This design comes from an exercise in tuning for small area on the open sky130 flow, not from production work.
The RTL was checked by simulation tests, not by an equivalence proof against the original design.
Power is estimated from default activity; no workload was simulated.

## alpha
==> flow/design.v (excerpt) <==
module set_time (clk, rst, button_mid, button_r, button_l, button_up, button_down,  mode,
set_string, count, year_d, month_d, week, day_d, hour_d, min_d, sec_d);
input clk;
input rst;
input button_mid;
input button_l;
input button_r;
input button_down;
input button_up;
input [3:0]mode;
output [83:0] set_string;
output reg [4:0] count;
output [14:0] year_d;
output [3:0] month_d;
output reg [3:0] week;
output [4:0] day_d;
output [5:0] hour_d;
output [5:0] min_d;
output [5:0] sec_d;
localparam HOLD = 10;
function [8:0] add8;    
    input [7:0] x, y;
    input ci;
    integer i;
    reg c;
    begin
        c = ci;
        for (i = 0; i < 8; i = i + 1) begin
            add8[i] = x[i] ^ y[i] ^ c;
            c = (x[i] & y[i]) | (x[i] & c) | (y[i] & c);
        end
        add8[8] = c;
    end
endfunction
function [15:0] add15;   
    input [14:0] x, y;
    integer i;
    reg c;
    begin
        c = 1'b0;
        for (i = 0; i < 15; i = i + 1) begin
            add15[i] = x[i] ^ y[i] ^ c;
            c = (x[i] & y[i]) | (x[i] & c) | (y[i] & c);
        end
        add15[15] = c;
    end
endfunction
function [3:0] inc4;
    input [3:0] x;
    inc4 = {x[3] ^ (x[2] & x[1] & x[0]), x[2] ^ (x[1] & x[0]), x[1] ^ x[0], ~x[0]};
endfunction
function [3:0] dec4;
    input [3:0] x;
    dec4 = {x[3] ^ ~(x[2] | x[1] | x[0]), x[2] ^ ~(x[1] | x[0]), x[1] ^ ~x[0], ~x[0]};
endfunction
function ge4;           
    input [3:0] x, y;
    reg [8:0] s;
    begin
        s = add8({4'd0, x}, {4'h0, ~y}, 1'b1);
        ge4 = s[4];
    end
endfunction
function [5:0] csa7;
    input [2:0] x, y, z;
    reg [2:0] s, c;
    begin
        s = x ^ y ^ z;
        c = (x & y) | (x & z) | (y & z);
        csa7 = {c[1:0], c[2], s};
    end
endfunction
function [2:0] fin7;
    input [5:0] v;
    reg [8:0] s;
    reg [8:0] r;
    begin
        s = add8({5'd0, v[2:0]}, {5'd0, v[5:3]}, 1'b0);
        r = add8({5'd0, s[2:0]}, 8'd0, s[3]);
        fin7 = r[2:0];
    end
endfunction
function [15:0] tenx;
    input [14:0] x;
    input [3:0] y;
    reg [15:0] s;
    begin
        s = add15(x, {12'd0, y[3:1]});                        
        tenx = add15({x[11:0], 3'd0}, {s[13:0], y[0]});       
    end
endfunction
reg       e_step;              
  ...
Size in the first run: roughly 860 cells after synthesis, about 150 I/O pins.
clock: 40.0 ns
lec_check: 0
cap_margin: 20
core_margin: 2
core_utilization: 70
cts_buf_list: sky130_fd_sc_hd__clkbuf_8
place_density: 0.75
slew_margin: 20
standard.sh (not shown) runs the stock make flow with config.mk's settings and CLKGATE_MAP_FILE= SYNTH_SCRIPT=/design/flow/synth_recipe.tcl, a recipe that flattens the netlist after the stock synthesis.
==> flow/flow/run.sh <==
#!/bin/bash
# Own layout flow:
#  1. the standard synthesis;
#  2. its combinational logic re-mapped for area with ABC (registers, tie cells
#     and adder cells untouched, see resynth.tcl; four random seeds, the
#     smallest result kept);
#  3. full adders whose pins are mostly inverted flipped (faflip.py; a full
#     adder is self-dual), checked equivalent with Yosys, and steps 2-3 once more;
#  4. the standard layout from floorplan to finish, with buf_1 port buffers.
# Each tool's output goes to a log file of its own in this folder.
set -euo pipefail
R=orfs/results/${FLOW_PLATFORM}/set_time/base
YOSYS=${FLOW_HOME}/../tools/install/yosys/bin/yosys
export RS_LIB=${FLOW_HOME}/platforms/${FLOW_PLATFORM}/lib/sky130_fd_sc_hd__tt_025C_1v80.lib
export RS_TOP=${FLOW_TOP}

# resynth IN TAG: prints the smallest of four re-mapped netlists (or IN)
resynth() {
  local in=$1 tag=$2 best=$1 bestarea=1e30 s a
  for s in 1 2 3 4; do
    sed "s/@SEED@/$s/" flow/abc_area.script > abc_${tag}_$s.script
    ( RS_IN=$in RS_OUT=${tag}_$s.v RS_ABC=abc_${tag}_$s.script \
        "$YOSYS" -c flow/resynth.tcl > log_${tag}_$s.txt 2>&1 || true ) &
  done
  wait
  for s in 1 2 3 4; do
    if [[ -s ${tag}_$s.v && -s ${tag}_$s.v.stat ]]; then
      a=$(awk '/Chip area/ {print $NF}' ${tag}_$s.v.stat)
      if awk -v a="$a" -v b="$bestarea" 'BEGIN {exit !(a < b)}'; then best=${tag}_$s.v; bestarea=$a; fi
    fi
  done
  echo "$tag: $best $bestarea" >> log_choices.txt
  echo "$best"
}

# flip IN OUT: OUT is IN with full adders flipped if that is proven equivalent, else IN
flip() {
  if python3 flow/faflip.py "$1" "$2.try" > "log_$2.txt" 2>&1 &&
     RS_GOLD=$1 RS_GATE=$2.try "$YOSYS" -c flow/equiv.tcl > "log_$2_equiv.txt" 2>&1; then
    cp "$2.try" "$2"
  else
    cp "$1" "$2"
  fi
  echo "flip: $2 from $(cmp -s "$1" "$2" && echo unchanged || echo flipped)" >> log_choices.txt
}

bash standard.sh synth > log_1_standard_synth.txt 2>&1
cp "$R/1_2_yosys.v" std_1_2_yosys.v
b1=$(resynth std_1_2_yosys.v rs1)
flip "$b1" flip1.v
b2=$(resynth flip1.v rs2)
flip "$b2" flip2.v
# the netlist laid out: flip2.v if it is proven equivalent to the standard synthesis
if RS_GOLD=std_1_2_yosys.v RS_GATE=flip2.v "$YOSYS" -c flow/equiv.tcl > log_final_equiv.txt 2>&1; then
  cp flip2.v "$R/1_2_yosys.v"
else
  echo "final: standard synthesis (flip2.v not proven equivalent)" >> log_choices.txt
fi
rm -f "$R/1_synth.odb" "$R/1_synth.sdc"
bash standard.sh BUFFER_PORTS_ARGS="-buffer_cell sky130_fd_sc_hd__buf_1" finish > log_3_standard_layout.txt 2>&1
Other scripts of this flow, unchanged in this note and not shown: flow/flow/abc_area.script, flow/flow/equiv.tcl, flow/flow/faflip.py, flow/flow/resynth.tcl
Changes in beta relative to alpha:
diff --git a/flow/design.v b/flow/design.v
--- a/flow/design.v
+++ b/flow/design.v
@@ -112,21 +112,34 @@
     input       step;
     input [4:0] pos, k;
     sel = step && (pos == k);
 endfunction
 wire [3:0] y3 = sel(e_step, e_pos, 5'd20) ? e_nv : oy3;
 wire [3:0] y2 = sel(e_step, e_pos, 5'd19) ? e_nv : oy2;
 wire [3:0] y1 = sel(e_step, e_pos, 5'd18) ? e_nv : oy1;
 wire [3:0] y0 = e_y ? 4'd1 : sel(e_step, e_pos, 5'd17) ? e_nv : oy0;
-wire       mt = (|e_m) ? e_m[1] : sel(e_step, e_pos, 5'd15) ? e_nv[0] : omt;
-wire [3:0] mu = (|e_m) ? {2'b00, e_m} : sel(e_step, e_pos, 5'd14) ? e_nv : omu;
-wire [1:0] dt = (|e_d) ? e_d[2:1] : sel(e_step, e_pos, 5'd12) ? e_nv[1:0] : odt;
-wire [3:0] du = (|e_d) ? {e_d[2] & !e_d[1], !e_d[2] & e_d[1], 1'b0, e_d[0]} :
-                sel(e_step, e_pos, 5'd11) ? e_nv : odu;
+wire       mt = (e_m == 2'd1) ? 1'b1 : (e_m == 2'd2) ? 1'b0 : sel(e_step, e_pos, 5'd15) ? e_nv[0] : omt;
+wire [3:0] mu = (e_m == 2'd1) ? 4'd2 : (e_m == 2'd2) ? 4'd1 : sel(e_step, e_pos, 5'd14) ? e_nv : omu;
+reg  [1:0] dt;
+reg  [3:0] du;
+always @(*) begin
+    case (e_d)
+    3'd1: begin dt = 2'd2; du = 4'd9; end
+    3'd2: begin dt = 2'd2; du = 4'd8; end
+    3'd3: begin dt = 2'd3; du = 4'd1; end
+    3'd4: begin dt = 2'd3; du = 4'd0; end
+    3'd5: begin dt = 2'd0; du = 4'd1; end
+    3'd6: begin dt = 2'd1; du = 4'd5; end
+    default: begin
+        dt = sel(e_step, e_pos, 5'd12) ? e_nv[1:0] : odt;
+        du = sel(e_step, e_pos, 5'd11) ? e_nv : odu;
+    end
+    endcase
+end
 wire [1:0] ht = e_h ? 2'd2 : sel(e_step, e_pos, 5'd7) ? e_nv[1:0] : oht;
 wire [3:0] hu = e_h ? 4'd3 : sel(e_step, e_pos, 5'd6) ? e_nv : ohu;
 wire [2:0] nt = sel(e_step, e_pos, 5'd4) ? e_nv[2:0] : ont;
 wire [3:0] nu = sel(e_step, e_pos, 5'd3) ? e_nv : onu;
 wire [2:0] st = sel(e_step, e_pos, 5'd1) ? e_nv[2:0] : ost;
 wire [3:0] su = sel(e_step, e_pos, 5'd0) ? e_nv : osu;
 reg [2:0] gq;     
 reg [2:0] kq;     
@@ -256,42 +269,42 @@
 wire [3:0] nx = button_up ? (ge4(sx, shi) ? {3'd0, slo} : inc4(sx))
                           : (sx_le_lo ? shi : dec4(sx));
 wire step = act_ud && (button_up || button_down);
 reg [1:0] n_m;
 reg [2:0] n_d;
 always @(*) begin
     n_m = 2'd0;
     if (mt && (mu[3] | mu[2] | (mu[1] & mu[0])))         
-        n_m = 2'd2;
-    if (!mt && mu == 4'd0)
         n_m = 2'd1;
+    if (!mt && mu == 4'd0)
+        n_m = 2'd2;
     n_d = 3'd0;
     if (m_feb) begin
         if (leap) begin
             if (dt == 2'd3)
-                n_d = 3'd5;
+                n_d = 3'd1;
         end
         else begin
             if ((dt == 2'd2 && (du[3] & (|du[2:0]))) || dt == 2'd3)
-                n_d = 3'd4;
+                n_d = 3'd2;
         end
     end
     else if (m_31) begin
         if (dt == 2'd3 && (|du[3:1]))
-            n_d = 3'd7;
+            n_d = 3'd3;
     end
     else begin
         if (dt == 2'd3 && (|du))
-            n_d = 3'd6;
+            n_d = 3'd4;
     end
     if (dt == 2'd0 && du == 4'd0)
-        n_d = 3'd1;
+        n_d = 3'd5;
     if (y_eq1582 && m_oct && d_gap)
-        n_d = 3'd3;
+        n_d = 3'd6;
 end
 wire n_h = (ht == 2'd2) && (|hu[3:2]);
 wire n_y = (y3 == 4'd0) && (y2 == 4'd0) && (y1 == 4'd0) && (y0 == 4'd0);
 wire [4:0] cl_a = count;
 wire [4:0] cl = {
     (cl_a == 5'd15) | (cl_a == 5'd17) | (cl_a == 5'd18) | (cl_a == 5'd19),
     (cl_a == 5'd7) | (cl_a == 5'd9) | (cl_a == 5'd11) | (cl_a == 5'd12) | (cl_a == 5'd14),
     (cl_a == 5'd3) | (cl_a == 5'd4) | (cl_a == 5'd6) | (cl_a == 5'd11) | (cl_a == 5'd12) | (cl_a == 5'd14) | (cl_a == 5'd19),
### Flow results
- beta | stages: all done | timing, DRC, antenna: all pass
- Summary of beta over alpha: proportion of layout cells with a drive suffix above 1 has decreased, met1 wire length has increased, portion of total power attributed to the clock network has decreased, switching power has increased.
- On length of the first detailed-routing pass in iterations: beta sits below alpha.
- In the metrics for alpha and beta, the one carrying the higher sequential cell area share is alpha.
- [compare] base=alpha new=beta: maximum frequency lost 0.00030 GHz, layout clock buffer count picked up an extra 2.
- Count of placed standard cells in the final layout, fillers left out: beta vs alpha up 21
- Re register-to-register slack: alpha and beta aren't equal, and the lower value belongs to alpha.
- Compared beta vs alpha, and total global-route track usage is down in beta.
- Sequential cell count: alpha vs beta identical
- Looking at overall power consumption, beta sits about 60% higher than alpha does.
- Worst setup slack (beta over alpha): decrease, 68 ps

-- separate check: timing with driven ports --
In the flow no input, the clock included, has a driving cell. The finished layouts below were timed again as built, in two steps.
Step 1 assumes that a clkbuf_16 drives the clock port and a buf_2 every other input.
Step 2 adds t to the input delays and takes it off the output delays; t is the mean of the earliest and latest rising clock arrival at the registers after step 1. Input paths then give back, and output paths get back, about the clock's delay inside the block.
Three values: ideal ports, drivers, drivers and shift; two values: the first two.
| run | t (ns) | slack for setup (ns) | worst slew at a driven data input, ns | pins driven straight from the clock port |
|---|---|---|---|---|
| alpha | 0.422 | 25.011 / 24.975 / 25.397 | 0.03 | 1 |
| beta | 0.415 | 24.944 / 24.908 / 25.324 | 0.04 | 1 |
After both steps every run listed still meets setup and hold.
